Background: an optimization exercise with open tools, aiming at small area, a short achievable clock period and few clock cycles. Do not read the settings as production practice. RTL that was checked went through simulation tests only; none was proved equivalent to the original. For runs 1 and 2, only the layout was checked, not whether the RTL still works.

==> flow/design.v <==
module regfile(
    input wire clk,
    input wire rst_n,
    input wire we,               
    input wire [4:0] wa,
    input wire [31:0] wd,
    input wire [4:0] ra1,
    output wire [31:0] rd1,
    input wire [4:0] ra2,
    output wire [31:0] rd2,
    output wire [31:0] r31       
);
reg [31:0] rf [0:31];
reg [31:0] vld;
integer i;
always @(posedge clk) begin
    for (i = 1; i < 32; i = i + 1)
        if (we && wa == i) rf[i] <= wd;
end
always @(posedge clk or negedge rst_n) begin
    if (!rst_n) vld <= 32'b0;
    else if (we) vld[wa] <= (wa != 5'd0);
end
assign rd1 = vld[ra1] ? rf[ra1] : 32'b0;
assign rd2 = vld[ra2] ? rf[ra2] : 32'b0;
assign r31 = vld[31] ? rf[31] : 32'b0;
endmodule
module hilo(
    input wire clk,
    input wire rst_n,
    input wire start_mul,
    input wire start_div,
    input wire [31:0] a,         
    input wire [31:0] b,         
    input wire [31:0] abs_a,
    input wire [31:0] abs_b,
    output reg [31:0] hi,
    output reg [31:0] lo,
    output reg neg_hi,
    output reg neg_lo,
    output wire busy
);
localparam IDLE = 2'd0, MUL = 2'd1, DSET = 2'd2, DIV = 2'd3;
reg [1:0] st;
reg [4:0] cnt;
reg [31:0] dv;               
reg [5:0] za, zb;            
assign busy = (st != IDLE);
function [5:0] clz;
    input [31:0] x;
    integer k;
    reg found;
    begin
        clz = 6'd32;
        found = 1'b0;
        for (k = 31; k >= 0; k = k - 1)
            if (!found && x[k]) begin
                clz = 31 - k;
                found = 1'b1;
            end
    end
endfunction
function [5:0] clz_abs;
    input [31:0] x;
    reg [31:0] y;
    begin
        y = x[31] ? ~x : x;
        clz_abs = clz(y) - {5'b0, x[31] & ~|({1'b0, y[31:1]} & ~y)};
    end
endfunction
reg [3:0] b_one, b_two, b_neg;
function [11:0] booth_dec;       
    input [7:0] x;
    input xl;
    reg [8:0] y;
    integer j;
    begin
        y = {x, xl};
        for (j = 0; j < 4; j = j + 1) begin
            booth_dec[j] = y[2*j] ^ y[2*j+1];
            booth_dec[4+j] = (~y[2*j+2] & y[2*j+1] & y[2*j]) | (y[2*j+2] & ~y[2*j+1] & ~y[2*j]);
            booth_dec[8+j] = y[2*j+2];
        end
    end
endfunction
wire [40:0] r0 = {{9{hi[31]}}, hi};
wire [40:0] r1, r2, r3, r4;
wire [40:0] r5 = {34'b0, b_neg[3], 1'b0, b_neg[2], 1'b0, b_neg[1], 1'b0, b_neg[0]};
genvar k;
generate
    for (k = 0; k < 4; k = k + 1) begin : booth
        wire [32:0] mag = ({33{b_one[k]}} & {dv[31], dv}) | ({33{b_two[k]}} & {dv, 1'b0});
        wire [32:0] row = mag ^ {33{b_neg[k]}};
        wire [40:0] ext = {{8{row[32]}}, row} << (2 * k);
        if (k == 0) assign r1 = ext;
        if (k == 1) assign r2 = ext;
        if (k == 2) assign r3 = ext;
        if (k == 3) assign r4 = ext;
    end
endgenerate
wire [40:0] s1 = r0 ^ r1 ^ r2;
wire [40:0] c1 = {(r0[39:0] & r1[39:0]) | (r0[39:0] & r2[39:0]) | (r1[39:0] & r2[39:0]), 1'b0};
wire [40:0] s2 = r3 ^ r4 ^ r5;
wire [40:0] c2 = {(r3[39:0] & r4[39:0]) | (r3[39:0] & r5[39:0]) | (r4[39:0] & r5[39:0]), 1'b0};
wire [40:0] s3 = s1 ^ c1 ^ s2;
wire [40:0] c3 = {(s1[39:0] & c1[39:0]) | (s1[39:0] & s2[39:0]) | (c1[39:0] & s2[39:0]), 1'b0};
wire [40:0] s4 = s3 ^ c3 ^ c2;
wire [40:0] c4 = {(s3[39:0] & c3[39:0]) | (s3[39:0] & c2[39:0]) | (c3[39:0] & c2[39:0]), 1'b0};
wire [40:0] prod = s4 + c4;
wire [5:0] sh = zb - za;
wire [31:0] dv_al = dv << sh[4:0];
wire [32:0] diff = {1'b0, hi} - {1'b0, dv};
wire ge = ~diff[32];
always @(posedge clk or negedge rst_n) begin
    if (!rst_n) begin
        st <= IDLE;
        hi <= 32'b0;
        lo <= 32'b0;
        neg_hi <= 1'b0;
        neg_lo <= 1'b0;
        cnt <= 5'd0;
        b_one <= 4'b0;
        b_two <= 4'b0;
        b_neg <= 4'b0;
    end else begin
        case (st)
        IDLE: begin
            if (start_mul) begin
                hi <= 32'b0;
                lo <= b;
                neg_hi <= 1'b0;
                neg_lo <= 1'b0;
                cnt <= 5'd0;
                {b_neg, b_two, b_one} <= booth_dec(b[7:0], 1'b0);
                st <= MUL;
            end else if (start_div) begin
                hi <= abs_a;
                neg_hi <= a[31];
                neg_lo <= a[31] ^ b[31];
                st <= DSET;
            end
        end
        MUL: begin
            hi <= prod[39:8];
            lo <= {prod[7:0], lo[31:8]};
            {b_neg, b_two, b_one} <= booth_dec(lo[15:8], lo[7]);
            cnt <= cnt + 5'd1;
            if (cnt[1:0] == 2'd3) st <= IDLE;
        end
        DSET: begin
            if (zb == 6'd32) begin           
                lo <= 32'hffffffff;
                st <= IDLE;
            end else if (zb < za) begin      
                lo <= 32'b0;
                st <= IDLE;
            end else begin
                lo <= 32'b0;
                cnt <= sh[4:0];
                st <= DIV;
            end
        end
        DIV: begin
            if (ge) hi <= diff[31:0];
            lo <= {lo[30:0], ge};
            cnt <= cnt - 5'd1;
            if (cnt == 5'd0) st <= IDLE;
        end
        endcase
    end
end
always @(posedge clk) begin
    if (st == IDLE) begin
        if (start_mul) dv <= a;
        else if (start_div) dv <= abs_b;
        za <= clz_abs(a);
        zb <= clz_abs(b);
    end else if (st == DSET) begin
        dv <= dv_al;
    end else if (st == DIV) begin
        dv <= {1'b0, dv[31:1]};
    end
end
endmodule
module top(
    input wire clk,
    input wire rst_n,
    output wire [31:0] iaddr,
    output wire ice,
    input wire [31:0] inst,
    output wire dce,
    output wire [31:0] daddr,
    output wire [3:0] we,
    output wire [31:0] din,
    input wire [31:0] dm
);
reg [31:0] pc_f;             
reg        kill_d;           
reg [31:0] e_a;              
reg [31:0] e_b;              
reg [31:0] e_alt;            
reg [15:0] e_imm16;
reg [4:0]  e_dest;
reg        e_wreg;
reg        e_add, e_sub, e_slt, e_sltu, e_and, e_or, e_sll, e_lui, e_jal;
reg        e_mfhi, e_mflo, e_mult, e_div;
reg        e_beq, e_bne, e_jr, e_pred;
reg        e_load, e_lb, e_store, e_sb;
reg        e_imm;            
reg        e_zext;           
reg        fa_m, fa_w, fa_x, fb_m, fb_w, fb_x;
reg        hz;
reg [31:0] m_res;
reg [4:0]  m_dest;
reg        m_wreg, m_load, m_lb, m_dce;
reg [3:0]  m_we;
reg [31:0] m_din;
reg [31:0] w_res;
reg [4:0]  w_dest;
reg        w_wreg, w_load, w_lb;
reg [31:0] x_val;
reg [4:0]  x_dest;
reg        x_wreg;
wire stall;
wire redirect;
wire [31:0] w_val;             
wire [31:0] redirect_pc;
wire [31:0] pc_f4 = pc_f + 32'd4;
assign iaddr = pc_f;
assign ice = ~stall;
wire [31:0] ir = {inst[7:0], inst[15:8], inst[23:16], inst[31:24]};
wire [5:0]  op = ir[31:26];
wire [4:0]  rs = ir[25:21];
wire [4:0]  rt = ir[20:16];
wire [4:0]  rd = ir[15:11];
wire [5:0]  fn = ir[5:0];
wire [15:0] imm = ir[15:0];
wire rtype   = (op == 6'h00);
wire i_sll   = rtype & (fn == 6'h00);
wire i_jr    = rtype & (fn == 6'h08);
wire i_mfhi  = rtype & (fn == 6'h10);
wire i_mflo  = rtype & (fn == 6'h12);
wire i_mult  = rtype & (fn == 6'h18);
wire i_div   = rtype & (fn == 6'h1a);
wire i_add   = rtype & (fn == 6'h20);
wire i_subu  = rtype & (fn == 6'h23);
wire i_and   = rtype & (fn == 6'h24);
wire i_slt   = rtype & (fn == 6'h2a);
wire i_j     = (op == 6'h02);
wire i_jal   = (op == 6'h03);
wire i_beq   = (op == 6'h04);
wire i_bne   = (op == 6'h05);
wire i_addiu = (op == 6'h09);
wire i_sltiu = (op == 6'h0b);
wire i_ori   = (op == 6'h0d);
wire i_lui   = (op == 6'h0f);
wire i_lb    = (op == 6'h20);
wire i_lw    = (op == 6'h23);
wire i_sb    = (op == 6'h28);
wire i_sw    = (op == 6'h2b);
wire d_valid = ~kill_d;
wire use_rs = i_add | i_subu | i_slt | i_and | i_mult | i_div | i_jr |
              i_ori | i_addiu | i_sltiu | i_lb | i_lw | i_sb | i_sw | i_beq | i_bne;
wire use_rt = i_add | i_subu | i_slt | i_and | i_sll | i_mult | i_div |
              i_sb | i_sw | i_beq | i_bne;
wire wr_rd  = i_add | i_subu | i_slt | i_and | i_sll | i_mfhi | i_mflo;
wire wr_rt  = i_ori | i_lui | i_addiu | i_sltiu | i_lb | i_lw;
wire [4:0] d_dest = i_jal ? 5'd31 : wr_rt ? rt : rd;
wire d_wreg = (wr_rd | wr_rt | i_jal) & (d_dest != 5'd0);
wire [4:0] d_rsn = (d_valid & use_rs) ? rs : 5'd0;
wire [4:0] d_rtn = (d_valid & use_rt) ? rt : 5'd0;
wire [31:0] rd1, rd2, r31;
wire pred_jr = i_jr & (rs == 5'd31);
wire take_d  = d_valid & (i_j | i_jal | pred_jr);
wire [31:0] d_target = pred_jr ? r31 : {pc_f[31:28], ir[25:0], 2'b00};
regfile regfile(
    .clk(clk),
    .rst_n(rst_n),
    .we(w_wreg),
    .wa(w_dest),
    .wd(w_val),
    .ra1(rs),
    .rd1(rd1),
    .ra2(rt),
    .rd2(rd2),
    .r31(r31)
);
wire e_go = e_wreg & ~stall;             
wire nfa_m = e_go & (e_dest == d_rsn);
wire nfa_w = m_wreg & (m_dest == d_rsn);
wire nfa_x = w_wreg & (w_dest == d_rsn);
wire nfb_m = e_go & (e_dest == d_rtn);
wire nfb_w = m_wreg & (m_dest == d_rtn);
wire nfb_x = w_wreg & (w_dest == d_rtn);
wire nhz = (nfa_m & e_load) | (~nfa_m & nfa_w & m_load) |
           (nfb_m & e_load) | (~nfb_m & nfb_w & m_load);
wire [31:0] fa = fa_m ? m_res : fa_w ? w_res : fa_x ? x_val : e_a;
wire [31:0] fb = fb_m ? m_res : fb_w ? w_res : fb_x ? x_val : e_b;
wire md_busy;
wire md_op = e_mfhi | e_mflo | e_mult | e_div;
assign stall = hz | (md_op & md_busy);
wire [31:0] immx = {e_zext ? 16'b0 : {16{e_imm16[15]}}, e_imm16};
wire [31:0] opb = e_imm ? immx : fb;
wire sub = e_sub | e_slt | e_sltu;
wire [33:0] sum2 = {1'b0, fa, 1'b1} + {1'b0, sub ? ~opb : opb, sub};
wire [32:0] sum = sum2[33:1];
wire lt_s = (fa[31] ^ opb[31]) ? fa[31] : sum[31];
wire lt_u = ~sum[32];
wire [31:0] shl = fb << e_imm16[10:6];
wire [31:0] hi, lo;
wire neg_hi, neg_lo;
wire mf = e_mfhi | e_mflo;
wire [31:0] hl = e_mfhi ? hi : lo;
wire hl_neg = e_mfhi ? neg_hi : neg_lo;
wire [31:0] neg_in = mf ? hl : fa;
wire [31:0] neg_out = 32'd0 - neg_in;
wire [31:0] abs_a = fa[31] ? neg_out : fa;
wire [31:0] abs_b = fb[31] ? (32'd0 - fb) : fb;
wire [31:0] mfres = hl_neg ? neg_out : hl;
wire [31:0] e_res = ({32{e_add | e_sub}} & sum[31:0]) |
                    {31'b0, (e_slt & lt_s) | (e_sltu & lt_u)} |
                    ({32{e_and}} & (fa & opb)) |
                    ({32{e_or}} & (fa | opb)) |
                    ({32{e_sll}} & shl) |
                    ({32{e_lui}} & {e_imm16, 16'b0}) |
                    ({32{e_jal}} & e_alt) |
                    ({32{mf}} & mfres);
wire [31:0] btarget = e_alt + {{14{e_imm16[15]}}, e_imm16, 2'b00};
wire eq = (fa == fb);
wire taken = (e_beq & eq) | (e_bne & ~eq);
wire jr_mis = e_jr & (~e_pred | (e_alt != fa));
assign redirect = ~stall & (taken | jr_mis);
assign redirect_pc = e_jr ? fa : btarget;
hilo hilo_reg(
    .clk(clk),
    .rst_n(rst_n),
    .start_mul(e_mult & ~stall),
    .start_div(e_div & ~stall),
    .a(fa),
    .b(fb),
    .abs_a(abs_a),
    .abs_b(abs_b),
    .hi(hi),
    .lo(lo),
    .neg_hi(neg_hi),
    .neg_lo(neg_lo),
    .busy(md_busy)
);
wire [7:0] lbyte = (w_res[1:0] == 2'd0) ? dm[31:24] :
                   (w_res[1:0] == 2'd1) ? dm[23:16] :
                   (w_res[1:0] == 2'd2) ? dm[15:8] : dm[7:0];
wire [31:0] ldval = w_lb ? {{24{lbyte[7]}}, lbyte} :
                    {dm[7:0], dm[15:8], dm[23:16], dm[31:24]};
assign w_val = w_load ? ldval : w_res;
assign dce = m_dce;
assign daddr = m_res;
assign we = m_we;
assign din = m_din;
always @(posedge clk or negedge rst_n) begin
    if (!rst_n) begin
        pc_f <= 32'b0;
        kill_d <= 1'b0;
    end else if (!stall) begin
        pc_f <= redirect ? redirect_pc : take_d ? d_target : pc_f4;
        kill_d <= redirect;
    end
end
always @(posedge clk or negedge rst_n) begin
    if (!rst_n) begin
        fa_m <= 1'b0; fa_w <= 1'b0; fa_x <= 1'b0;
        fb_m <= 1'b0; fb_w <= 1'b0; fb_x <= 1'b0;
        hz <= 1'b0;
    end else if (stall) begin
        fa_m <= 1'b0; fa_w <= fa_m; fa_x <= fa_w;
        fb_m <= 1'b0; fb_w <= fb_m; fb_x <= fb_w;
        hz <= (fa_m | fb_m) & m_load;
    end else begin
        fa_m <= nfa_m; fa_w <= nfa_w; fa_x <= nfa_x;
        fb_m <= nfb_m; fb_w <= nfb_w; fb_x <= nfb_x;
        hz <= nhz;
    end
end
always @(posedge clk or negedge rst_n) begin
    if (!rst_n) begin
        e_dest <= 5'd0; e_wreg <= 1'b0;
        e_add <= 1'b0; e_sub <= 1'b0; e_slt <= 1'b0; e_sltu <= 1'b0;
        e_and <= 1'b0; e_or <= 1'b0; e_sll <= 1'b0; e_lui <= 1'b0; e_jal <= 1'b0;
        e_mfhi <= 1'b0; e_mflo <= 1'b0; e_mult <= 1'b0; e_div <= 1'b0;
        e_beq <= 1'b0; e_bne <= 1'b0; e_jr <= 1'b0; e_pred <= 1'b0;
        e_load <= 1'b0; e_lb <= 1'b0; e_store <= 1'b0; e_sb <= 1'b0;
        e_imm <= 1'b0; e_zext <= 1'b0;
    end else if (!stall) begin
        e_dest <= d_dest;
        e_wreg <= d_valid & d_wreg;
        e_add <= d_valid & (i_add | i_addiu | i_lb | i_lw | i_sb | i_sw);
        e_sub <= d_valid & i_subu;
        e_slt <= d_valid & i_slt;
        e_sltu <= d_valid & i_sltiu;
        e_and <= d_valid & i_and;
        e_or <= d_valid & i_ori;
        e_sll <= d_valid & i_sll;
        e_lui <= d_valid & i_lui;
        e_jal <= d_valid & i_jal;
        e_mfhi <= d_valid & i_mfhi;
        e_mflo <= d_valid & i_mflo;
        e_mult <= d_valid & i_mult;
        e_div <= d_valid & i_div;
        e_beq <= d_valid & i_beq;
        e_bne <= d_valid & i_bne;
        e_jr <= d_valid & i_jr;
        e_pred <= pred_jr;
        e_load <= d_valid & (i_lb | i_lw);
        e_lb <= i_lb;
        e_store <= d_valid & (i_sb | i_sw);
        e_sb <= i_sb;
        e_imm <= i_addiu | i_sltiu | i_ori | i_lb | i_lw | i_sb | i_sw;
        e_zext <= i_ori;
    end
end
always @(posedge clk) begin
    if (stall) begin
        e_a <= fa;
        e_b <= fb;
    end else begin
        e_a <= rd1;
        e_b <= rd2;
        e_alt <= i_jr ? r31 : pc_f4;
        e_imm16 <= imm;
    end
end
always @(posedge clk or negedge rst_n) begin
    if (!rst_n) begin
        m_dest <= 5'd0; m_wreg <= 1'b0; m_load <= 1'b0; m_lb <= 1'b0;
        m_dce <= 1'b0; m_we <= 4'b0;
    end else begin
        m_dest <= e_dest;
        m_wreg <= e_wreg & ~stall;
        m_load <= e_load & ~stall;
        m_lb <= e_lb;
        m_dce <= (e_load | e_store) & ~stall;
        m_we <= (e_store & ~stall) ? (e_sb ? (4'b1000 >> sum[1:0]) : 4'b1111) : 4'b0000;
    end
end
always @(posedge clk) begin
    m_res <= e_res;
    m_din <= e_sb ? {4{fb[7:0]}} : {fb[7:0], fb[15:8], fb[23:16], fb[31:24]};
end
always @(posedge clk or negedge rst_n) begin
    if (!rst_n) begin
        w_dest <= 5'd0; w_wreg <= 1'b0; w_load <= 1'b0; w_lb <= 1'b0;
        x_dest <= 5'd0; x_wreg <= 1'b0;
    end else begin
        w_dest <= m_dest;
        w_wreg <= m_wreg;
        w_load <= m_load;
        w_lb <= m_lb;
        x_dest <= w_dest;
        x_wreg <= w_wreg;
    end
end
always @(posedge clk) begin
    w_res <= m_res;
    x_val <= w_val;
end
endmodule
==> flow/run.sh <==
#!/bin/bash
# synth_recipe.tcl (not shown) runs the flow's synth.tcl, then flattens the netlist and writes it again
# the make line also repeats each setting of config.mk as NAME=value (left out here)
make -C /OpenROAD-flow-scripts/flow DESIGN_CONFIG=/design/flow/config.mk WORK_HOME=/design/flow/orfs CLKGATE_MAP_FILE= SYNTH_SCRIPT=/design/flow/synth_recipe.tcl finish
==> flow/config.mk <==
export PLATFORM = sky130hd
export DESIGN_NAME = top
export DESIGN_NICKNAME = top
export VERILOG_FILES = /design/flow/design.v
export SDC_FILE = /design/flow/constraint.sdc
export NUM_CORES = 8
export LEC_CHECK = 0
export ABC_CLOCK_PERIOD_IN_PS = 4000
export CAP_MARGIN = 20
export CORE_MARGIN = 2
export CORE_UTILIZATION = 40
export SETUP_SLACK_MARGIN = 5
export SLEW_MARGIN = 20
==> flow/constraint.sdc <==
create_clock -name core_clock -period 10.0 [get_ports {clk}]
set_input_delay 2.0000 -clock core_clock [delete_from_list [all_inputs] [get_ports {clk}]]
set_output_delay 2.0000 -clock core_clock [all_outputs]
set_load 0.01 [all_outputs]
==> notes.md, run 1 <==
- Outcome: timing/DRC/antenna clean
* Most common cell after layout, fill and taps aside: sky130_fd_sc_hd__edfxtp_1
- Die outline area: 226000 um^2
* Register clock-pin slew on the reported worst setup and hold paths: 60 ps
- Using the TritonRoute via totals, the vias-per-cell ratio works out to 7.447.
- Buffers placed on the I/O ports in this run total 167.
* Synthesized instance count: 8428
- Final worst path period share: 52.72%
* Most used DFF post-synth: sky130_fd_sc_hd__edfxtp_1
- At the pin with the least slew margin, the transition time is 1157 ps.
* Final weighted congestion in routability-driven placement: 1.050
* Top-Level Pins: 168
* Max cap viols: 0
- Share of flip-flops with an asynchronous set or reset after synthesis: 13.96%
- Row cnt: 173
* Leading cell types in the layout, fill and taps excluded: sky130_fd_sc_hd__edfxtp_1 (1084), sky130_fd_sc_hd__nand2_1 (592), sky130_fd_sc_hd__nor2_1 (422)
- After routing, the total negative slack on setup checks comes to 0 ps.
- TritonCTS built the clock tree.
- After synthesis the cells add up to 88880 um^2.
* First-pass GRT wire length: 643.9 mm
* Cell area after placement: 95100 um^2
- The first detailed-routing pass took 22 iterations.
- Sinks on the clock net: 1483
- Post-route non-filler standard cell count: 11683
- In the detailed route, the total length drawn on met2 is 188.9 mm.
- For the final database, setup skew stands at 114.6 ps.
* Buffer levels on the longest clock path: 3
- Type of element capturing the critical path: register
* Crit path launch type: register
- Via count: 87001
* Ratio of cells with drive above 1 in the final layout: 15.48%
* Net count reported at finish: 8913
- Inserted Clock Buffers: 163
- Source-to-sink clock delay at the later pin of the worst-skew pair: 890 ps
- Summed area of non-filler cells in the final layout: 103800 um^2
- Mean instance size in the synthesized netlist: 10.55 um^2
- Counting flops with a built-in enable in the synthesized netlist gives 1084.
* RSZ-0062 raised after global routing: true
* Path type of the worst min-delay path: reg -> reg
- The H-tree was split into 4 levels.
* Min Tclk post-route: 5272 ps
- Total count of hold-check failures in the final report: 0
- Including well taps, the total number of placed cells is 11198.
- The die is 475.4 um tall.
- Detailed-route wire length per cell: 41.02 um
- Derived from the worst setup path, the maximum achievable clock frequency is 0.1897 GHz.
- The die is 475.4 um wide.
- Count of different cell masters after synthesis: 109
- The critical path in this run is classified as reg -> reg.
- CORE AREA: 221700 um^2
- Topmost layer with routed signal wires: met5
- Sequential elements use 46.78% of the synthesized area.
- Global routing finished with a remaining overflow of 0.
* Worst Path Arrival: 5920 ps
- Post-cts hold buffer count: 0
- Max-slew headroom at the worst pin: 22.88%
* Number of nets still failing antenna checks after routing: 0
- Root Buffer Master: sky130_fd_sc_hd__clkbuf_16
- At the worst endpoint, the required time is 10650 ps.
* Worst-path maximum fanout: 6
- The number of global-route vias before repair came to 79525.
- Number of antenna violations at the first check in global routing: 38
- For this run, the number of Yosys warnings is 36.
* Wire length the detailed router placed on met1: 163.4 mm
- Number of remaining DRC errors: 0
* Total setup violations reported at the end of the flow: 0
- For this run, the total global-route usage over all layers was measured as 40.72%.
- The total count of max-transition violations in the final report was 0.
* Initial Utilization: 40.10%
- The first routing iteration left 20013 violations.
- The final layout contains routed wiring with a total length of 479.2 mm.
* Routed met3 length: 80.10 mm
- The area growth from synthesis to layout is 16.76%.
- After synthesis the netlist holds a flip-flop and latch count of 1483.
* Post-synthesis net count: 8802
- Pin count of the biggest net entering global routing: 120
- The wire-length estimate of the detail-placed layout is 302.2 mm.
## worst max-delay path, stage by stage, from the launching register on
cell,delay [ps]
sky130_fd_sc_hd__dfrtp_2,490
sky130_fd_sc_hd__buf_6,150
sky130_fd_sc_hd__buf_4,130
sky130_fd_sc_hd__a22oi_2,180
sky130_fd_sc_hd__xor2_1,200
sky130_fd_sc_hd__fa_2,230
sky130_fd_sc_hd__inv_2,40
sky130_fd_sc_hd__fa_1,500
sky130_fd_sc_hd__inv_1,50
sky130_fd_sc_hd__fa_1,490
sky130_fd_sc_hd__inv_2,50
sky130_fd_sc_hd__ha_4,270
sky130_fd_sc_hd__o21ai_2,70
sky130_fd_sc_hd__o21ai_1,150
sky130_fd_sc_hd__or4b_4,520
sky130_fd_sc_hd__a221oi_4,340
sky130_fd_sc_hd__a41oi_4,210
sky130_fd_sc_hd__o21ai_4,300
sky130_fd_sc_hd__a311oi_2,170
sky130_fd_sc_hd__xnor2_2,210
sky130_fd_sc_hd__a221oi_2,250
sky130_fd_sc_hd__a31oi_1,110
## through the flow
| step | setup WS [ps] | hold WS [ps] | util, % |
|---|---|---|---|
| after floorplan | 4944 | 331.2 | - |
| after global placement | 3615 | 335.7 | 42.89 |
| after detailed placement | 3609 | 338.8 | 42.91 |
| after CTS | 4794 | 357.4 | 46.36 |
| after global routing | 4547 | 366.8 | 46.79 |
| final | 4728 | 352.8 | 46.82 |
## per-layer routing
layer | global-route usage (%) | up-vias
li1 | - | 33209
met1 | 49.06 | 41837
met2 | 56.14 | 9120
met3 | 19.59 | 2791
met4 | 29.20 | 44
met5 | 2.537 | -
## cell usage after synthesis (28+ instances only)
cell                        count  area share [%]
sky130_fd_sc_hd__edfxtp_1    1084              37
sky130_fd_sc_hd__nand2_1      600             2.5
sky130_fd_sc_hd__clkbuf_1     559             2.4
sky130_fd_sc_hd__nor2_1       525             2.2
sky130_fd_sc_hd__o21ai_0      441             2.5
sky130_fd_sc_hd__a21oi_1      433             2.4
sky130_fd_sc_hd__a22oi_1      394             3.3
sky130_fd_sc_hd__xnor2_1      384             3.8
sky130_fd_sc_hd__a221oi_1     356             3.5
sky130_fd_sc_hd__inv_1        296             1.3
sky130_fd_sc_hd__a22o_1       287             2.8
sky130_fd_sc_hd__dfrtp_1      207             5.8
sky130_fd_sc_hd__ha_1         201             2.8
sky130_fd_sc_hd__dfxtp_1      192             4.3
sky130_fd_sc_hd__nand4_1      184             1.3
sky130_fd_sc_hd__mux2i_1      177             2.0
sky130_fd_sc_hd__nand3_1      158            0.89
sky130_fd_sc_hd__o221ai_1     126             1.2
sky130_fd_sc_hd__fa_1         107             2.4
sky130_fd_sc_hd__xor2_1       107             1.1
sky130_fd_sc_hd__nand2b_1     106            0.75
sky130_fd_sc_hd__a31oi_1      102            0.72
sky130_fd_sc_hd__nor3_1       102            0.57
sky130_fd_sc_hd__a222oi_1      98             1.1
sky130_fd_sc_hd__mux2_2        80             1.0
sky130_fd_sc_hd__o211ai_1      78            0.66
sky130_fd_sc_hd__a211oi_1      74            0.63
sky130_fd_sc_hd__buf_1         74            0.31
sky130_fd_sc_hd__a221o_1       66            0.74
sky130_fd_sc_hd__a21o_1        56            0.47
sky130_fd_sc_hd__nor2b_1       51            0.36
sky130_fd_sc_hd__mux4_2        46             1.2
sky130_fd_sc_hd__nor4_1        37            0.26
sky130_fd_sc_hd__o21a_1        35            0.30
sky130_fd_sc_hd__o31ai_1       34            0.29
sky130_fd_sc_hd__o21bai_1      33            0.28
sky130_fd_sc_hd__and3_1        30            0.21
sky130_fd_sc_hd__o22ai_1       30            0.21
sky130_fd_sc_hd__a2111oi_0     28            0.28
## layout make-up
class                      count  area, um^2
antenna                       28       70.07
timing repair buffer         620        5557
clock buffer                 201        4353
multi-input combinational   5938       45780
timing repair inverter         3       26.28
tap                         2975        3722
fill                       20048      117900
inverter                     330        1297
sequential                  1483       41620
clock inverter               105        1339
## flip-flops by register name, summed over array words and instances (netlist names), 16 cells and up
register	count
e_a	32
e_alt	32
e_b	32
e_imm16	16
hilo_reg.dv	32
hilo_reg.hi	32
hilo_reg.lo	32
m_din	32
m_res	32
pc_f	32
regfile.rf	992
regfile.vld	32
w_res	32
x_val	32
## timing repair
action,in CTS,in global routing
gates cloned,5,0
pin swaps,66,66
hold endpoints to repair,0,0
resized for setup,204,141
endpoints found under the setup margin,157,126
setup buffers,113,33
## cell families after synthesis
family                     count (synthesis)  share of synthesized area, %
DFF                                     1483                         46.78
adders and majority gates                308                         5.240
muxes                                    311                         4.302
xor gates and xnor gates                 491                         4.839
buffers and inverters                   1007                         4.422
AOI/OAI and AO/OA                       2888                         24.09
and+or+nand+nor                         1940                         10.33
## final timing paths
kind	from	cells past startpoint	slack [ps]	end
max	hilo_reg.b_one[0]	21	4730	hilo_reg.hi[29]
min	m_lb	0	350	w_lb
max reg2reg	hilo_reg.b_one[0]	21	4730	hilo_reg.hi[29]
min reg2reg	m_lb	0	350	w_lb
max in group asynchronous	rst_n	2	7360	hilo_reg.st[1]
min in group asynchronous	rst_n	1	1180	e_mfhi
==> run 2, diff against run 1 <==
--- a/flow/design.v
+++ b/flow/design.v
@@ -21,8 +21,18 @@
     if (!rst_n) vld <= 32'b0;
     else if (we) vld[wa] <= (wa != 5'd0);
 end
-assign rd1 = vld[ra1] ? rf[ra1] : 32'b0;
-assign rd2 = vld[ra2] ? rf[ra2] : 32'b0;
+reg [31:0] rd1_r, rd2_r;
+integer j;
+always @(*) begin
+    rd1_r = 32'b0;
+    rd2_r = 32'b0;
+    for (j = 1; j < 32; j = j + 1) begin
+        rd1_r = rd1_r | ({32{vld[j] && ra1 == j}} & rf[j]);
+        rd2_r = rd2_r | ({32{vld[j] && ra2 == j}} & rf[j]);
+    end
+end
+assign rd1 = rd1_r;
+assign rd2 = rd2_r;
 assign r31 = vld[31] ? rf[31] : 32'b0;
 endmodule
 module hilo(
@@ -32,20 +42,27 @@
     input wire start_div,
     input wire [31:0] a,         
     input wire [31:0] b,         
-    input wire [31:0] abs_a,
-    input wire [31:0] abs_b,
-    output reg [31:0] hi,
-    output reg [31:0] lo,
-    output reg neg_hi,
-    output reg neg_lo,
-    output wire busy
+    output wire [31:0] mf_hi,    
+    output wire [31:0] mf_lo,    
+    output wire dset,            
+    output wire [31:0] sh_in,
+    output wire [4:0] sh_amt,
+    input wire [31:0] sh_out,
+    output wire busy,
+    output wire busy_next
 );
 localparam IDLE = 2'd0, MUL = 2'd1, DSET = 2'd2, DIV = 2'd3;
+reg [31:0] hi, lo;
+reg neg_hi, neg_lo;
 reg [1:0] st;
 reg [4:0] cnt;
 reg [31:0] dv;               
 reg [5:0] za, zb;            
 assign busy = (st != IDLE);
+assign busy_next = (st == IDLE) ? (start_mul | start_div) :
+                   (st == MUL) ? (cnt[1:0] != 2'd3) :
+                   (st == DSET) ? (zb != 6'd32 && zb >= za) :
+                   (cnt != 5'd0);
 function [5:0] clz;
     input [31:0] x;
     integer k;
@@ -107,8 +124,16 @@
 wire [40:0] s4 = s3 ^ c3 ^ c2;
 wire [40:0] c4 = {(s3[39:0] & c3[39:0]) | (s3[39:0] & c2[39:0]) | (c3[39:0] & c2[39:0]), 1'b0};
 wire [40:0] prod = s4 + c4;
+wire [31:0] n1 = 32'd0 - hi;
+wire [31:0] n2 = 32'd0 - ((st == DSET) ? dv : lo);
+assign mf_hi = neg_hi ? n1 : hi;
+assign mf_lo = neg_lo ? n2 : lo;
 wire [5:0] sh = zb - za;
-wire [31:0] dv_al = dv << sh[4:0];
+wire [31:0] abs_b = (neg_hi ^ neg_lo) ? n2 : dv;
+assign dset = (st == DSET);
+assign sh_in = abs_b;
+assign sh_amt = sh[4:0];
+wire [31:0] dv_al = sh_out;
 wire [32:0] diff = {1'b0, hi} - {1'b0, dv};
 wire ge = ~diff[32];
 always @(posedge clk or negedge rst_n) begin
@@ -134,7 +159,7 @@
                 {b_neg, b_two, b_one} <= booth_dec(b[7:0], 1'b0);
                 st <= MUL;
             end else if (start_div) begin
-                hi <= abs_a;
+                hi <= a;
                 neg_hi <= a[31];
                 neg_lo <= a[31] ^ b[31];
                 st <= DSET;
@@ -148,6 +173,7 @@
             if (cnt[1:0] == 2'd3) st <= IDLE;
         end
         DSET: begin
+            hi <= mf_hi;
             if (zb == 6'd32) begin           
                 lo <= 32'hffffffff;
                 st <= IDLE;
@@ -172,7 +198,7 @@
 always @(posedge clk) begin
     if (st == IDLE) begin
         if (start_mul) dv <= a;
-        else if (start_div) dv <= abs_b;
+        else if (start_div) dv <= b;
         za <= clz_abs(a);
         zb <= clz_abs(b);
     end else if (st == DSET) begin
@@ -209,7 +235,6 @@
 reg        e_imm;            
 reg        e_zext;           
 reg        fa_m, fa_w, fa_x, fb_m, fb_w, fb_x;
-reg        hz;
 reg [31:0] m_res;
 reg [4:0]  m_dest;
 reg        m_wreg, m_load, m_lb, m_dce;
@@ -270,9 +295,13 @@
 wire [4:0] d_rsn = (d_valid & use_rs) ? rs : 5'd0;
 wire [4:0] d_rtn = (d_valid & use_rt) ? rt : 5'd0;
 wire [31:0] rd1, rd2, r31;
+wire [10:0] bsum = {1'b0, pc_f4[11:2]} + {1'b0, imm[9:0]};
+wire pred_b  = (i_beq | i_bne) & (&imm[15:10]) & bsum[10];
 wire pred_jr = i_jr & (rs == 5'd31);
-wire take_d  = d_valid & (i_j | i_jal | pred_jr);
-wire [31:0] d_target = pred_jr ? r31 : {pc_f[31:28], ir[25:0], 2'b00};
+wire take_d  = d_valid & (i_j | i_jal | pred_jr | pred_b);
+wire [31:0] d_target = pred_jr ? r31 :
+                       pred_b ? {pc_f4[31:12], bsum[9:0], pc_f4[1:0]} :
+                       {pc_f[31:28], ir[25:0], 2'b00};
 regfile regfile(
     .clk(clk),
     .rst_n(rst_n),
@@ -296,9 +325,15 @@
            (nfb_m & e_load) | (~nfb_m & nfb_w & m_load);
 wire [31:0] fa = fa_m ? m_res : fa_w ? w_res : fa_x ? x_val : e_a;
 wire [31:0] fb = fb_m ? m_res : fb_w ? w_res : fb_x ? x_val : e_b;
-wire md_busy;
+wire md_busy, md_busy_next;
 wire md_op = e_mfhi | e_mflo | e_mult | e_div;
-assign stall = hz | (md_op & md_busy);
+reg stall_r;
+assign stall = stall_r;
+wire d_mdop = d_valid & (i_mfhi | i_mflo | i_mult | i_div);
+wire md_start_div = e_div & ~stall & ~md_busy;
+wire nstall = (stall ? ((fa_m | fb_m) & m_load) : nhz) |
+              (md_start_div & (stall ? e_sll : d_valid & i_sll)) |
+              ((stall ? md_op : d_mdop) & md_busy_next);
 wire [31:0] immx = {e_zext ? 16'b0 : {16{e_imm16[15]}}, e_imm16};
 wire [31:0] opb = e_imm ? immx : fb;
 wire sub = e_sub | e_slt | e_sltu;
@@ -306,17 +341,13 @@
 wire [32:0] sum = sum2[33:1];
 wire lt_s = (fa[31] ^ opb[31]) ? fa[31] : sum[31];
 wire lt_u = ~sum[32];
-wire [31:0] shl = fb << e_imm16[10:6];
-wire [31:0] hi, lo;
-wire neg_hi, neg_lo;
+wire md_dset;
+wire [31:0] md_sh_in;
+wire [4:0] md_sh_amt;
+wire [31:0] shl = (md_dset ? md_sh_in : fb) << (md_dset ? md_sh_amt : e_imm16[10:6]);
+wire [31:0] mf_hi, mf_lo;
 wire mf = e_mfhi | e_mflo;
-wire [31:0] hl = e_mfhi ? hi : lo;
-wire hl_neg = e_mfhi ? neg_hi : neg_lo;
-wire [31:0] neg_in = mf ? hl : fa;
-wire [31:0] neg_out = 32'd0 - neg_in;
-wire [31:0] abs_a = fa[31] ? neg_out : fa;
-wire [31:0] abs_b = fb[31] ? (32'd0 - fb) : fb;
-wire [31:0] mfres = hl_neg ? neg_out : hl;
+wire [31:0] mfres = e_mfhi ? mf_hi : mf_lo;
 wire [31:0] e_res = ({32{e_add | e_sub}} & sum[31:0]) |
                     {31'b0, (e_slt & lt_s) | (e_sltu & lt_u)} |
                     ({32{e_and}} & (fa & opb)) |
@@ -328,9 +359,10 @@
 wire [31:0] btarget = e_alt + {{14{e_imm16[15]}}, e_imm16, 2'b00};
 wire eq = (fa == fb);
 wire taken = (e_beq & eq) | (e_bne & ~eq);
+wire br_mis = (e_beq | e_bne) & (taken ^ e_pred);
 wire jr_mis = e_jr & (~e_pred | (e_alt != fa));
-assign redirect = ~stall & (taken | jr_mis);
-assign redirect_pc = e_jr ? fa : btarget;
+assign redirect = ~stall & (br_mis | jr_mis);
+assign redirect_pc = e_jr ? fa : taken ? btarget : e_alt;
 hilo hilo_reg(
     .clk(clk),
     .rst_n(rst_n),
@@ -338,13 +370,14 @@
     .start_div(e_div & ~stall),
     .a(fa),
     .b(fb),
-    .abs_a(abs_a),
-    .abs_b(abs_b),
-    .hi(hi),
-    .lo(lo),
-    .neg_hi(neg_hi),
-    .neg_lo(neg_lo),
-    .busy(md_busy)
+    .mf_hi(mf_hi),
+    .mf_lo(mf_lo),
+    .dset(md_dset),
+    .sh_in(md_sh_in),
+    .sh_amt(md_sh_amt),
+    .sh_out(shl),
+    .busy(md_busy),
+    .busy_next(md_busy_next)
 );
 wire [7:0] lbyte = (w_res[1:0] == 2'd0) ? dm[31:24] :
                    (w_res[1:0] == 2'd1) ? dm[23:16] :
@@ -357,6 +390,10 @@
 assign we = m_we;
 assign din = m_din;
 always @(posedge clk or negedge rst_n) begin
+    if (!rst_n) stall_r <= 1'b0;
+    else stall_r <= nstall;
+end
+always @(posedge clk or negedge rst_n) begin
     if (!rst_n) begin
         pc_f <= 32'b0;
         kill_d <= 1'b0;
@@ -369,15 +406,12 @@
     if (!rst_n) begin
         fa_m <= 1'b0; fa_w <= 1'b0; fa_x <= 1'b0;
         fb_m <= 1'b0; fb_w <= 1'b0; fb_x <= 1'b0;
-        hz <= 1'b0;
     end else if (stall) begin
         fa_m <= 1'b0; fa_w <= fa_m; fa_x <= fa_w;
         fb_m <= 1'b0; fb_w <= fb_m; fb_x <= fb_w;
-        hz <= (fa_m | fb_m) & m_load;
     end else begin
         fa_m <= nfa_m; fa_w <= nfa_w; fa_x <= nfa_x;
         fb_m <= nfb_m; fb_w <= nfb_w; fb_x <= nfb_x;
-        hz <= nhz;
     end
 end
 always @(posedge clk or negedge rst_n) begin
@@ -408,7 +442,7 @@
         e_beq <= d_valid & i_beq;
         e_bne <= d_valid & i_bne;
         e_jr <= d_valid & i_jr;
-        e_pred <= pred_jr;
+        e_pred <= pred_jr | pred_b;
         e_load <= d_valid & (i_lb | i_lw);
         e_lb <= i_lb;
         e_store <= d_valid & (i_sb | i_sw);
==> flow/flow/run.sh (new file) <==
#!/bin/bash
# Standard ORFS layout, with timing repair aiming for extra setup slack.
# Each ORFS step writes its own log under orfs/logs/; make's output goes
# to flow_make.log.
set -o pipefail
MARGIN=$(cat flow/margin.txt)
bash standard.sh SETUP_SLACK_MARGIN=$MARGIN finish > flow_make.log 2>&1
==> flow/flow/margin.txt (new file) <==
6
==> flow/standard.sh (new file) <==
#!/bin/bash
# synth_recipe.tcl (not shown) runs the flow's synth.tcl, then flattens the netlist and writes it again
# the make line also repeats each setting of config.mk as NAME=value (left out here)
make -C /OpenROAD-flow-scripts/flow DESIGN_CONFIG=/design/flow/config.mk WORK_HOME=/design/flow/orfs CLKGATE_MAP_FILE= SYNTH_SCRIPT=/design/flow/synth_recipe.tcl "${@:-finish}"
--- a/flow/config.mk
+++ b/flow/config.mk
@@ -9,5 +9,4 @@
 export CAP_MARGIN = 20
 export CORE_MARGIN = 2
 export CORE_UTILIZATION = 40
-export SETUP_SLACK_MARGIN = 5
 export SLEW_MARGIN = 20
removed: flow/run.sh
==> run 2 against run 1 <==
Compared with the run above: flip-flop and latch count shrank 1; clock skew shrank 28 ps; sequential share of layout area shrank 3.0 points; non-clock buffer count increased by 362; synthesized cell count up 4.8%; global-route usage rose by 3.2 points; count of clock-buffer cells in the layout is 2 higher; still clean; critical path type unchanged; utilization grew 3.6 points.
==> notes.md, run 2 <==
- Register clock-pin slew on the reported worst setup and hold paths: 60 ps (about the same)
- HPWL reported at the end of detailed placement: 327.0 mm (was 302.2 mm)
* Most numerous cell in the Yosys netlist: sky130_fd_sc_hd__edfxtp_1 (unchanged)
* Synthesized instance count: 8835 (was 8428)
- The hold path endpoint was w_lb (unchanged).
- Type of element capturing the critical path: register (unchanged)
- First DRT Iteration DRCs: 19672 (was 20013)
* Leading post-synthesis cells by cell area: sky130_fd_sc_hd__edfxtp_1 (36%), sky130_fd_sc_hd__dfrtp_1 (5.8%), sky130_fd_sc_hd__a22oi_1 (4.5%) (was sky130_fd_sc_hd__edfxtp_1 (37%), sky130_fd_sc_hd__dfrtp_1 (5.8%), sky130_fd_sc_hd__dfxtp_1 (4.3%))
* Largest Register: regfile.rf (unchanged)
- The final-report setup violation count came to 0 (unchanged).
* Min Tclk post-route: 5367 ps (was 5272 ps)
* Sequential share of the synthesized area: 46.42% (was 46.78%)
- The biggest fanout along the worst timing path is 5 (was 6).
* Path type of the worst min-delay path: reg -> reg (unchanged)
- The worst reg-to-reg path cell count was 21 (unchanged).
- The register-to-register setup slack is 4630 ps (was 4730 ps).
* Setup TNS: 0 ps (unchanged)
- Initial Utilization: 40.26% (was 40.10%)
- Outcome: timing/DRC/antenna clean (unchanged)
* Worst Path Arrival: 6080 ps (was 5920 ps)
* Sinks on the clock net: 1482 (was 1483)
* Required time of the critical path: 10710 ps (was 10650 ps)
* Row cnt: 173 (unchanged)
* Start of the worst register-to-register path: hilo_reg.dv[2] (was hilo_reg.b_one[0])
- Register bit count reported by yosys: 1482 (was 1483)
* Critical path class: reg -> reg (unchanged)
- Most instantiated cells after synthesis: sky130_fd_sc_hd__edfxtp_1 (1084), sky130_fd_sc_hd__clkbuf_1 (621), sky130_fd_sc_hd__a21oi_1 (620), sky130_fd_sc_hd__nand2_1 (583), sky130_fd_sc_hd__a22oi_1 (531) (was sky130_fd_sc_hd__edfxtp_1 (1084), sky130_fd_sc_hd__nand2_1 (600), sky130_fd_sc_hd__clkbuf_1 (559), sky130_fd_sc_hd__nor2_1 (525), sky130_fd_sc_hd__o21ai_0 (441)).
* Highest-delay cell along the critical path: sky130_fd_sc_hd__edfxtp_1 (was sky130_fd_sc_hd__or4b_4)
- Drt pass-1 iters: 13 (was 22)
- The total count of max-transition violations in the final report was 0 (unchanged).
- Most common cell after layout, fill and taps aside: sky130_fd_sc_hd__edfxtp_1 (unchanged)
- Number of flip-flops in the largest register: 992 (unchanged)
- Series of cell instances along the critical path: buf_6 > a22oi_2 > xnor2_1 > fa_1 > fa_1 > inv_2 > fa_1 > inv_2 > ha_4 > o21ai_2 > o21a_1 > o21ai_2 > a21oi_2 > o31a_1 > o21ai_4 > a31oi_4 > o21ai_2 > o211ai_1 > mux2i_1 > a41oi_1 > mux2_4 (was buf_6 > buf_4 > a22oi_2 > xor2_1 > fa_2 > inv_2 > fa_1 > inv_1 > fa_1 > inv_2 > ha_4 > o21ai_2 > o21ai_1 > or4b_4 > a221oi_4 > a41oi_4 > o21ai_4 > a311oi_2 > xnor2_2 > a221oi_2 > a31oi_1).
* Endpoint of the lowest-slack register-to-register path: hilo_reg.hi[31] (was hilo_reg.hi[29])
* Synthesis-to-finish area growth: 25.21% (was 16.76%)
- Share of flip-flops with an asynchronous set or reset after synthesis: 13.90% (was 13.96%)
- Number of antenna violations at the first check in global routing: 39 (was 38)
* Max-slew headroom at the worst pin: 8.695% (was 22.88%)
- The worst setup slack after layout came to 4633 ps (was 4728 ps).
* Buffer levels on the longest clock path: 3 (unchanged)
- Source-to-sink clock delay at the later pin of the worst-skew pair: 910 ps (was 890 ps)
* Count of different cell masters after synthesis: 111 (was 109)
- Detailed-route wire length per cell: 42.38 um (was 41.02 um)
* Overflow after GRT: 0 (unchanged)
- Maximum level of the CTS H-tree: 4 (unchanged)
* Total routing resource utilization after global routing: 43.95% (was 40.72%)
* Crit path launch type: register (unchanged)
* Die outline area: 227600 um^2 (was 226000 um^2)
- The number of cells traversed by the worst hold path was 0 (unchanged).
- Crit-path max cell delay: 610 ps (was 520 ps)
- The CTS buffer count came to 165 (was 163).
- Worst hold margin: 363.6 ps (was 352.8 ps)
- CORE AREA: 222300 um^2 (was 221700 um^2)
* Most used DFF post-synth: sky130_fd_sc_hd__edfxtp_1 (unchanged)
- The critical hold path startpoint is m_lb (unchanged).
- Final worst path period share: 53.67% (was 52.72%)
* Post-cts hold buffer count: 0 (unchanged)
- Via count: 92381 (was 87001)
- The maximum clock rate was 0.1863 GHz (was 0.1897 GHz).
* Synth top area share: 36.37% (was 36.63%)
- Max cap viols: 0 (unchanged)
- The pre-CTS setup slack was 3850 ps (was 3609 ps).
- Post-synthesis net count: 9216 (was 8802)
- DIE WIDTH: 477.0 um (was 475.4 um)
- Share of the core filled with cells: 50.41% (was 46.82%)
- Total count of hold-check failures in the final report: 0 (unchanged)
- The number of buffer cells added on primary ports is 167 (unchanged).
- The post-synthesis cell type with the largest combined area was sky130_fd_sc_hd__edfxtp_1 (unchanged).
* Count of flip-flops with a built-in enable after synthesis: 1084 (unchanged)
* Root Buffer Master: sky130_fd_sc_hd__clkbuf_16 (unchanged)
* Mean instance size in the synthesized netlist: 10.13 um^2 (was 10.55 um^2)
* Total Routed Length: 525.5 mm (was 479.2 mm)
- Clock tree from TritonCTS: built (unchanged)
* Leading cell types in the layout, fill and taps excluded: sky130_fd_sc_hd__edfxtp_1 (1084), sky130_fd_sc_hd__buf_4 (585), sky130_fd_sc_hd__nand2_1 (561) (was sky130_fd_sc_hd__edfxtp_1 (1084), sky130_fd_sc_hd__nand2_1 (592), sky130_fd_sc_hd__nor2_1 (422))
- Net count reported at finish: 9626 (was 8913)
- Vertical die dimension: 477.0 um (was 475.4 um)
- Worst Tran Pin Value: 1370 ps (was 1157 ps)
* DR vias/cell: 7.451 (was 7.447)
* RSZ-0062 raised after global routing: true (unchanged)
- Number of nets still failing antenna checks after routing: 0 (unchanged)
* Number of remaining DRC errors: 0 (unchanged)
- Final weighted congestion in routability-driven placement: 1.087 (was 1.050)
- The final clock skew is 86.61 ps (was 114.6 ps).
- Top-Level Pins: 168 (unchanged)
- Count of yosys warnings during synthesis: 4 (was 36)
- The largest net degree at the start of global routing came to 115 (was 120).
* First-pass GRT wire length: 700.6 mm (was 643.9 mm)
* Mapped cell area: 89500 um^2 (was 88880 um^2)
- Ratio of cells with drive above 1 in the final layout: 22.51% (was 15.48%)
- The count of fill cells added during filler insertion came to 19690 (was 20048).
- The number of global-route vias before repair is 84821 (was 79525).
[run 2: changes by cell type in the layout (fill, tap and decap cells not counted), moves of 63 or more]
cell,before,now
sky130_fd_sc_hd__a22oi_1,371,503
sky130_fd_sc_hd__a21oi_1,392,514
sky130_fd_sc_hd__buf_6,30,115
sky130_fd_sc_hd__mux2i_1,174,77
sky130_fd_sc_hd__o21ai_0,416,338
sky130_fd_sc_hd__a222oi_1,98,35
sky130_fd_sc_hd__buf_4,394,585
sky130_fd_sc_hd__o221ai_1,93,24
sky130_fd_sc_hd__nand3_1,158,242
[run 2: cell families (layout without fill, tap and decap cells)]
group,count (synthesis),in the layout,share of synthesized area (%)
compound gates,3162,3162,25.03
simple gates,2118,2122,11.45
flops,1482,1482,46.42
buf+inv,1089,1634,4.773
xor+xnor,475,475,4.648
fa+ha+maj,315,315,5.309
mux,194,195,2.371
other cells,0,38,0
[run 2: final cells by class]
| cell class | count | area, um^2 | area share (%) |
|---|---|---|---|
| Sequential cell | 1482 | 41640 | 37.16 |
| Clock buffer | 203 | 4312 | 3.847 |
| Clock inverter | 104 | 1365 | 1.218 |
| Inverter | 344 | 1469 | 1.311 |
| Multi-Input combinational cell | 6269 | 49610 | 44.27 |
| Tap cell | 2975 | 3722 | 3.321 |
| Antenna cell | 38 | 95.09 | 0.08485 |
| Timing Repair Buffer | 982 | 9842 | 8.782 |
| Timing Repair inverter | 1 | 8.758 | 0.007815 |
[run 2: worst max path at each step]
stage                            startpoint         endpoint  slack (ps)  cells past startpoint
after CTS                   hilo_reg.dv[21]  hilo_reg.hi[31]        4740                     19
after global placement                 fb_x         pc_f[15]        3870                     15
after global routing         hilo_reg.dv[2]  hilo_reg.hi[31]        4480                     21
after floorplan           hilo_reg.b_one[1]  hilo_reg.hi[31]        5070                     20
final                        hilo_reg.dv[2]  hilo_reg.hi[31]        4630                     21
after detailed placement               fb_x          pc_f[4]        3850                     15
[run 2: through the flow]
stage	std cells	cell area (um^2)
4_1_cts	12209	108800
3_5_place_dp	11532	95760
3_3_place_gp	11531	95750
2_1_floorplan	8835	90820
6_report	12398	112100
5_1_grt	12362	112000
[run 2: critical path, delay by kind of cell, from the launching register on]
kind            cells  cell delay, ps
mux                 2             470
fa+ha+maj           4            1830
flops               1             610
compound gates     11            1860
buf+inv             3             310
xor+xnor            1             160
[run 2: routing by layer]
metal,up-vias,track usage [%],share of wire (%)
li1,35135,-,-
met1,44276,49.25,32
met2,9575,62.84,41
met3,3358,19.40,15
met4,37,39.31,12
met5,-,1.008,0.11
[run 2: what timing repair did]
action / 4_1_cts / 5_1_grt
endpoints found under the setup margin: 258 / 219
endpoints found under the hold margin: 0 / 0
resized for setup: 935 / 434
setup buffers: 334 / 144
pin swaps: 249 / 253
cloned: 36 / 6
==> run 3, diff against run 2 <==
--- a/flow/design.v
+++ b/flow/design.v
@@ -225,7 +225,6 @@
 reg [31:0] e_a;              
 reg [31:0] e_b;              
 reg [31:0] e_alt;            
-reg [15:0] e_imm16;
 reg [4:0]  e_dest;
 reg        e_wreg;
 reg        e_add, e_sub, e_slt, e_sltu, e_and, e_or, e_sll, e_lui, e_jal;
@@ -233,7 +232,6 @@
 reg        e_beq, e_bne, e_jr, e_pred;
 reg        e_load, e_lb, e_store, e_sb;
 reg        e_imm;            
-reg        e_zext;           
 reg        fa_m, fa_w, fa_x, fb_m, fb_w, fb_x;
 reg [31:0] m_res;
 reg [4:0]  m_dest;
@@ -295,12 +293,12 @@
 wire [4:0] d_rsn = (d_valid & use_rs) ? rs : 5'd0;
 wire [4:0] d_rtn = (d_valid & use_rt) ? rt : 5'd0;
 wire [31:0] rd1, rd2, r31;
-wire [10:0] bsum = {1'b0, pc_f4[11:2]} + {1'b0, imm[9:0]};
-wire pred_b  = (i_beq | i_bne) & (&imm[15:10]) & bsum[10];
+wire [31:0] btarget = pc_f4 + {{14{imm[15]}}, imm, 2'b00};     
+wire pred_b  = (i_beq | i_bne) & imm[15];
 wire pred_jr = i_jr & (rs == 5'd31);
 wire take_d  = d_valid & (i_j | i_jal | pred_jr | pred_b);
 wire [31:0] d_target = pred_jr ? r31 :
-                       pred_b ? {pc_f4[31:12], bsum[9:0], pc_f4[1:0]} :
+                       pred_b ? btarget :
                        {pc_f[31:28], ir[25:0], 2'b00};
 regfile regfile(
     .clk(clk),
@@ -334,8 +332,7 @@
 wire nstall = (stall ? ((fa_m | fb_m) & m_load) : nhz) |
               (md_start_div & (stall ? e_sll : d_valid & i_sll)) |
               ((stall ? md_op : d_mdop) & md_busy_next);
-wire [31:0] immx = {e_zext ? 16'b0 : {16{e_imm16[15]}}, e_imm16};
-wire [31:0] opb = e_imm ? immx : fb;
+wire [31:0] opb = e_imm ? e_alt : fb;
 wire sub = e_sub | e_slt | e_sltu;
 wire [33:0] sum2 = {1'b0, fa, 1'b1} + {1'b0, sub ? ~opb : opb, sub};
 wire [32:0] sum = sum2[33:1];
@@ -344,7 +341,7 @@
 wire md_dset;
 wire [31:0] md_sh_in;
 wire [4:0] md_sh_amt;
-wire [31:0] shl = (md_dset ? md_sh_in : fb) << (md_dset ? md_sh_amt : e_imm16[10:6]);
+wire [31:0] shl = (md_dset ? md_sh_in : fb) << (md_dset ? md_sh_amt : e_alt[10:6]);
 wire [31:0] mf_hi, mf_lo;
 wire mf = e_mfhi | e_mflo;
 wire [31:0] mfres = e_mfhi ? mf_hi : mf_lo;
@@ -353,16 +350,14 @@
                     ({32{e_and}} & (fa & opb)) |
                     ({32{e_or}} & (fa | opb)) |
                     ({32{e_sll}} & shl) |
-                    ({32{e_lui}} & {e_imm16, 16'b0}) |
-                    ({32{e_jal}} & e_alt) |
+                    ({32{e_lui | e_jal}} & e_alt) |
                     ({32{mf}} & mfres);
-wire [31:0] btarget = e_alt + {{14{e_imm16[15]}}, e_imm16, 2'b00};
 wire eq = (fa == fb);
 wire taken = (e_beq & eq) | (e_bne & ~eq);
 wire br_mis = (e_beq | e_bne) & (taken ^ e_pred);
 wire jr_mis = e_jr & (~e_pred | (e_alt != fa));
 assign redirect = ~stall & (br_mis | jr_mis);
-assign redirect_pc = e_jr ? fa : taken ? btarget : e_alt;
+assign redirect_pc = e_jr ? fa : e_alt;
 hilo hilo_reg(
     .clk(clk),
     .rst_n(rst_n),
@@ -422,7 +417,7 @@
         e_mfhi <= 1'b0; e_mflo <= 1'b0; e_mult <= 1'b0; e_div <= 1'b0;
         e_beq <= 1'b0; e_bne <= 1'b0; e_jr <= 1'b0; e_pred <= 1'b0;
         e_load <= 1'b0; e_lb <= 1'b0; e_store <= 1'b0; e_sb <= 1'b0;
-        e_imm <= 1'b0; e_zext <= 1'b0;
+        e_imm <= 1'b0;
     end else if (!stall) begin
         e_dest <= d_dest;
         e_wreg <= d_valid & d_wreg;
@@ -448,7 +443,6 @@
         e_store <= d_valid & (i_sb | i_sw);
         e_sb <= i_sb;
         e_imm <= i_addiu | i_sltiu | i_ori | i_lb | i_lw | i_sb | i_sw;
-        e_zext <= i_ori;
     end
 end
 always @(posedge clk) begin
@@ -458,8 +452,11 @@
     end else begin
         e_a <= rd1;
         e_b <= rd2;
-        e_alt <= i_jr ? r31 : pc_f4;
-        e_imm16 <= imm;
+        e_alt <= i_jal ? pc_f4 :
+                 (i_beq | i_bne) ? (pred_b ? pc_f4 : btarget) :
+                 i_jr ? r31 :
+                 i_lui ? {imm, 16'b0} :
+                 i_ori ? {16'b0, imm} : {{16{imm[15]}}, imm};
     end
 end
 always @(posedge clk or negedge rst_n) begin
==> flow/run.sh (new file) <==
#!/bin/bash
# synth_recipe.tcl (not shown) runs the flow's synth.tcl, then flattens the netlist and writes it again
# the make line also repeats each setting of config.mk as NAME=value (left out here)
make -C /OpenROAD-flow-scripts/flow DESIGN_CONFIG=/design/flow/config.mk WORK_HOME=/design/flow/orfs CLKGATE_MAP_FILE= SYNTH_SCRIPT=/design/flow/synth_recipe.tcl finish
--- a/flow/config.mk
+++ b/flow/config.mk
@@ -9,4 +9,5 @@
 export CAP_MARGIN = 20
 export CORE_MARGIN = 2
 export CORE_UTILIZATION = 40
+export SETUP_SLACK_MARGIN = 5
 export SLEW_MARGIN = 20
removed: flow/flow/run.sh
removed: flow/flow/margin.txt
removed: flow/standard.sh
==> run 3 against run 2 <==
Compared with the run above: global-route usage down 0.32 points; synthesized cell count down 0.51%; register-to-register slack about the same; final area down 6.2%.
==> notes.md, run 3 <==
- The overall die area came to 225800 um^2 (was 227600 um^2).
- Final worst path period share: 53.56% (was 53.67%)
- Top-Level Pins: 168 (unchanged)
* DIE WIDTH: 475.2 um (was 477.0 um)
* Most instantiated cells after synthesis: sky130_fd_sc_hd__edfxtp_1 (1068), sky130_fd_sc_hd__a21oi_1 (649), sky130_fd_sc_hd__clkbuf_1 (618), sky130_fd_sc_hd__nand2_1 (593), sky130_fd_sc_hd__nor2_1 (529) (was sky130_fd_sc_hd__edfxtp_1 (1084), sky130_fd_sc_hd__clkbuf_1 (621), sky130_fd_sc_hd__a21oi_1 (620), sky130_fd_sc_hd__nand2_1 (583), sky130_fd_sc_hd__a22oi_1 (531))
- Total count of hold-check failures in the final report: 0 (unchanged)
- Mean instance size in the synthesized netlist: 10.10 um^2 (was 10.13 um^2)
- The number of global-route vias before repair came to 81605 (was 84821).
- The register with the most flip-flops is regfile.rf (unchanged).
* Detailed-route wire length per cell: 42.50 um (was 42.38 um)
- RSZ-0062 raised after global routing: true (unchanged).
- The cts-stage hold buffer count was 0 (unchanged).
- Root Buffer Master: sky130_fd_sc_hd__clkbuf_16 (unchanged)
- Total setup violations reported at the end of the flow: 0 (unchanged)
* Leading post-synthesis cells by cell area: sky130_fd_sc_hd__edfxtp_1 (36%), sky130_fd_sc_hd__dfrtp_1 (5.8%), sky130_fd_sc_hd__dfxtp_1 (4.3%) (was sky130_fd_sc_hd__edfxtp_1 (36%), sky130_fd_sc_hd__dfrtp_1 (5.8%), sky130_fd_sc_hd__a22oi_1 (4.5%))
- Post-synthesis net count: 9160 (was 9216)
- Worst-case reg-to-reg path depth: 20 (was 21)
- Most used DFF post-synth: sky130_fd_sc_hd__edfxtp_1 (unchanged)
* Total Routed Length: 512.1 mm (was 525.5 mm)
- Number of flip-flops in the largest register: 992 (unchanged)
- Outcome: timing/DRC/antenna clean (unchanged).
* Count of flip-flops with a built-in enable after synthesis: 1068 (was 1084)
- Share of flip-flops with an asynchronous set or reset after synthesis: 13.99% (was 13.90%)
- The final antenna-violating net count is 0 (unchanged).
- Initial Utilization: 40.34% (was 40.26%)
- Cell area after placement: 94480 um^2 (was 95760 um^2)
- The classification of the worst setup path is reg -> reg (unchanged).
- Most common cell after layout, fill and taps aside: sky130_fd_sc_hd__edfxtp_1 (unchanged)
* Pin count of the biggest net entering global routing: 98 (was 115)
- Synthesized instance count: 8790 (was 8835)
- The number of rows created at floorplan was 172 (was 173).
- The final sum of negative setup slack came to 0 ps (unchanged).
- The final critical-path required period is 5356 ps (was 5367 ps).
* Synth top area share: 36.11% (was 36.37%)
* Worst Tran Pin Value: 1242 ps (was 1370 ps)
* Total routing resource utilization after global routing: 43.63% (was 43.95%)
- The net count reported at finish came to 9286 (was 9626).
- The worst-skew pair later-pin latency came to 910 ps (about the same).
- The arrival time of data at the critical path endpoint is 6100 ps (was 6080 ps).
* Number of antenna violations at the first check in global routing: 45 (was 39)
* Crit path launch type: register (unchanged)
* Type of element capturing the critical path: register (unchanged)
* Final Skew: 74.89 ps (was 86.61 ps)
- Drt pass-1 iters: 13 (unchanged)
- The total clock sinks is 1465 (was 1482).
- The share of post-route cells with drive strength above 1 was 16.17% (was 22.51%).
- The global-route wire length before repair was 682.5 mm (was 700.6 mm).
* Path type of the worst min-delay path: reg -> reg (unchanged)
- CORE AREA: 220200 um^2 (was 222300 um^2)
* Worst hold margin: 356.6 ps (was 363.6 ps)
- Most numerous cell in the Yosys netlist: sky130_fd_sc_hd__edfxtp_1 (unchanged)
- The clock tree buffer depth is 3 (unchanged).
- The number of cells traversed by the worst hold path came to 0 (unchanged).
- Synthesis-to-finish area growth: 18.32% (was 25.21%)
- The critical path data required time came to 10750 ps (was 10710 ps).
* Port Buffer Count: 167 (unchanged)
- Count of different cell masters after synthesis: 102 (was 111)
- Count of filler cells inserted in the layout: 20089 (was 19690)
- The normalized max-slew margin is 16.32% (was 8.695%).
* Sequential share of the synthesized area: 46.21% (was 46.42%)
- The half-perimeter wire length after detailed placement came to 327.8 mm (was 327.0 mm).
- Final weighted congestion in routability-driven placement: 1.087 (about the same)
- First DRT Iteration DRCs: 17750 (was 19672)
* DR vias/cell: 7.384 (was 7.451)
- Highest achievable clock rate: 0.1867 GHz (was 0.1863 GHz)
- The number of warnings printed during yosys synthesis came to 4 (unchanged).
- Register bit count reported by yosys: 1465 (was 1482)
* Worst-path maximum fanout: 8 (was 5)
- The detailed-route DRC error count came to 0 (unchanged).
- Mapped cell area: 88820 um^2 (was 89500 um^2)
* Number of pins with negative max-slew slack in the final report: 0 (unchanged)
- The CTS buffer count came to 165 (unchanged).
- Leading cell types in the layout, fill and taps excluded: sky130_fd_sc_hd__edfxtp_1 (1068), sky130_fd_sc_hd__nand2_1 (587), sky130_fd_sc_hd__a21oi_1 (585) (was sky130_fd_sc_hd__edfxtp_1 (1084), sky130_fd_sc_hd__buf_4 (585), sky130_fd_sc_hd__nand2_1 (561)).
- Max cap viols: 0 (unchanged)
- Via count: 88960 (was 92381)
- The clock-pin slew on the worst setup and hold paths was 60 ps (about the same).
- The count of H-tree levels built during CTS came to 4 (unchanged).
- Vertical die dimension: 475.2 um (was 477.0 um)
- The overall overflow remaining after global route came to 0 (unchanged).
* Summed area of non-filler cells in the final layout: 105100 um^2 (was 112100 um^2)
* Clock tree from TritonCTS: built (unchanged)
- The post-synthesis cell type with the largest combined area was sky130_fd_sc_hd__edfxtp_1 (unchanged).
## run 3: layer usage
layer	track usage [%]	share of wire (%)
met1	50.98	33
met2	62.92	41
met3	17.10	15
met4	36.25	11
met5	0.4478	0.089
## run 3: timing repair
action / in CTS / in global routing
setup endpoints to repair: 148 / 145
setup buffers: 152 / 61
resized for setup: 347 / 222
gates cloned: 11 / 4
pin swaps: 111 / 90
## run 3: stage by stage
stage / cells / utilization (%) / worst slack [ps]
4_1_cts: 11947 / 46.96 / 4810
2_1_floorplan: 8790 / - / 5013
3_5_place_dp: 11479 / 42.91 / 3373
5_1_grt: 12014 / 47.69 / 4557
3_3_place_gp: 11478 / 42.87 / 3062
6_report: 12048 / 47.73 / 4644
## run 3: kinds of logic after synthesis
logic type	synth area share, %
AO/OA/AOI/OAI	25.17
XOR/XNOR	4.901
adder cells (fa/ha/maj)	5.187
buffers and inverters	4.735
flip-flops	46.21
multiplexers	3.116
AND/OR/NAND/NOR	10.68
## run 3: final cells by class
type                       count  area [um^2]  share of cell area, %
antenna                       36        90.09                0.08573
clock buffer                 213         4443                  4.228
clock inverter                92         1257                  1.197
inverter                     350         1421                  1.353
multi-input combinational   6238        46580                  44.33
sequential                  1465        41090                  39.10
tap                         2958         3701                  3.522
timing repair buffer         696         6501                  6.187
## run 3: path summary, 6_finish.rpt
path	end	start	slack (ps)
max	hilo_reg.hi[12]	hilo_reg.b_two[1]	4640
min	w_lb	m_lb	360
max reg2reg	hilo_reg.hi[12]	hilo_reg.b_two[1]	4640
min reg2reg	w_lb	m_lb	360
max in group asynchronous	hilo_reg.b_neg[0]	rst_n	7020
min in group asynchronous	regfile.vld[13]	rst_n	1060
## run 3: critical path, cell delays in order, from the launching register on
cell                       delay [ps]
sky130_fd_sc_hd__dfrtp_2          500
sky130_fd_sc_hd__buf_12           200
sky130_fd_sc_hd__a22oi_2          190
sky130_fd_sc_hd__xnor2_2          150
sky130_fd_sc_hd__fa_1             480
sky130_fd_sc_hd__fa_1             570
sky130_fd_sc_hd__inv_2             50
sky130_fd_sc_hd__fa_1             540
sky130_fd_sc_hd__ha_4             210
sky130_fd_sc_hd__o21a_1           180
sky130_fd_sc_hd__o21a_1           170
sky130_fd_sc_hd__o21ai_2          220
sky130_fd_sc_hd__a211oi_4          80
sky130_fd_sc_hd__nor2_4           170
sky130_fd_sc_hd__o21ai_2           70
sky130_fd_sc_hd__a21o_1           170
sky130_fd_sc_hd__a21oi_2          170
sky130_fd_sc_hd__xor2_2           230
sky130_fd_sc_hd__o22ai_4          180
sky130_fd_sc_hd__a211oi_4         580
sky130_fd_sc_hd__a21oi_1           80
Testbench counts of run 3, summed over its fixed seeds: cycles 42,920.

## static timing again, ports no longer ideal
How much do the figures lean on ideal ports? The routed layouts below were timed once more, with nothing changed but the port constraints. Step 1 sets driving cells, clkbuf_16 on the clock port and buf_2 on the other inputs (assumed; they add their load-dependent delay and slew). Step 2 times the ports against the registers' clock, not the clock port: input delays grow and output delays shrink by t, the midpoint of the rising clock arrivals with the driver on. Three values: no drivers, after step 1, after step 2; two values: the first two.
run | t, ns | slack for setup (ns) | hold slack, ns | clock arrival spread, ns | worst slew at a driven data input, ns
run 1 | 0.918 | 4.728 / 4.728 / 3.996 | 0.353 / 0.353 / 0.353 | 0.119 / 0.119 | 0.06
run 2 | 0.949 | 4.633 / 4.633 / 4.633 | 0.364 / 0.364 / 0.364 | 0.089 / 0.088 | 0.05
run 3 | 0.965 | 4.644 / 4.644 / 3.893 | 0.357 / 0.357 / 0.357 | 0.075 / 0.075 | 0.06
After both steps setup and hold are still met in every run listed. The setup slack of run 3, which loses most, moves by 0.000 ns with the drivers and by -0.751 ns with both steps.
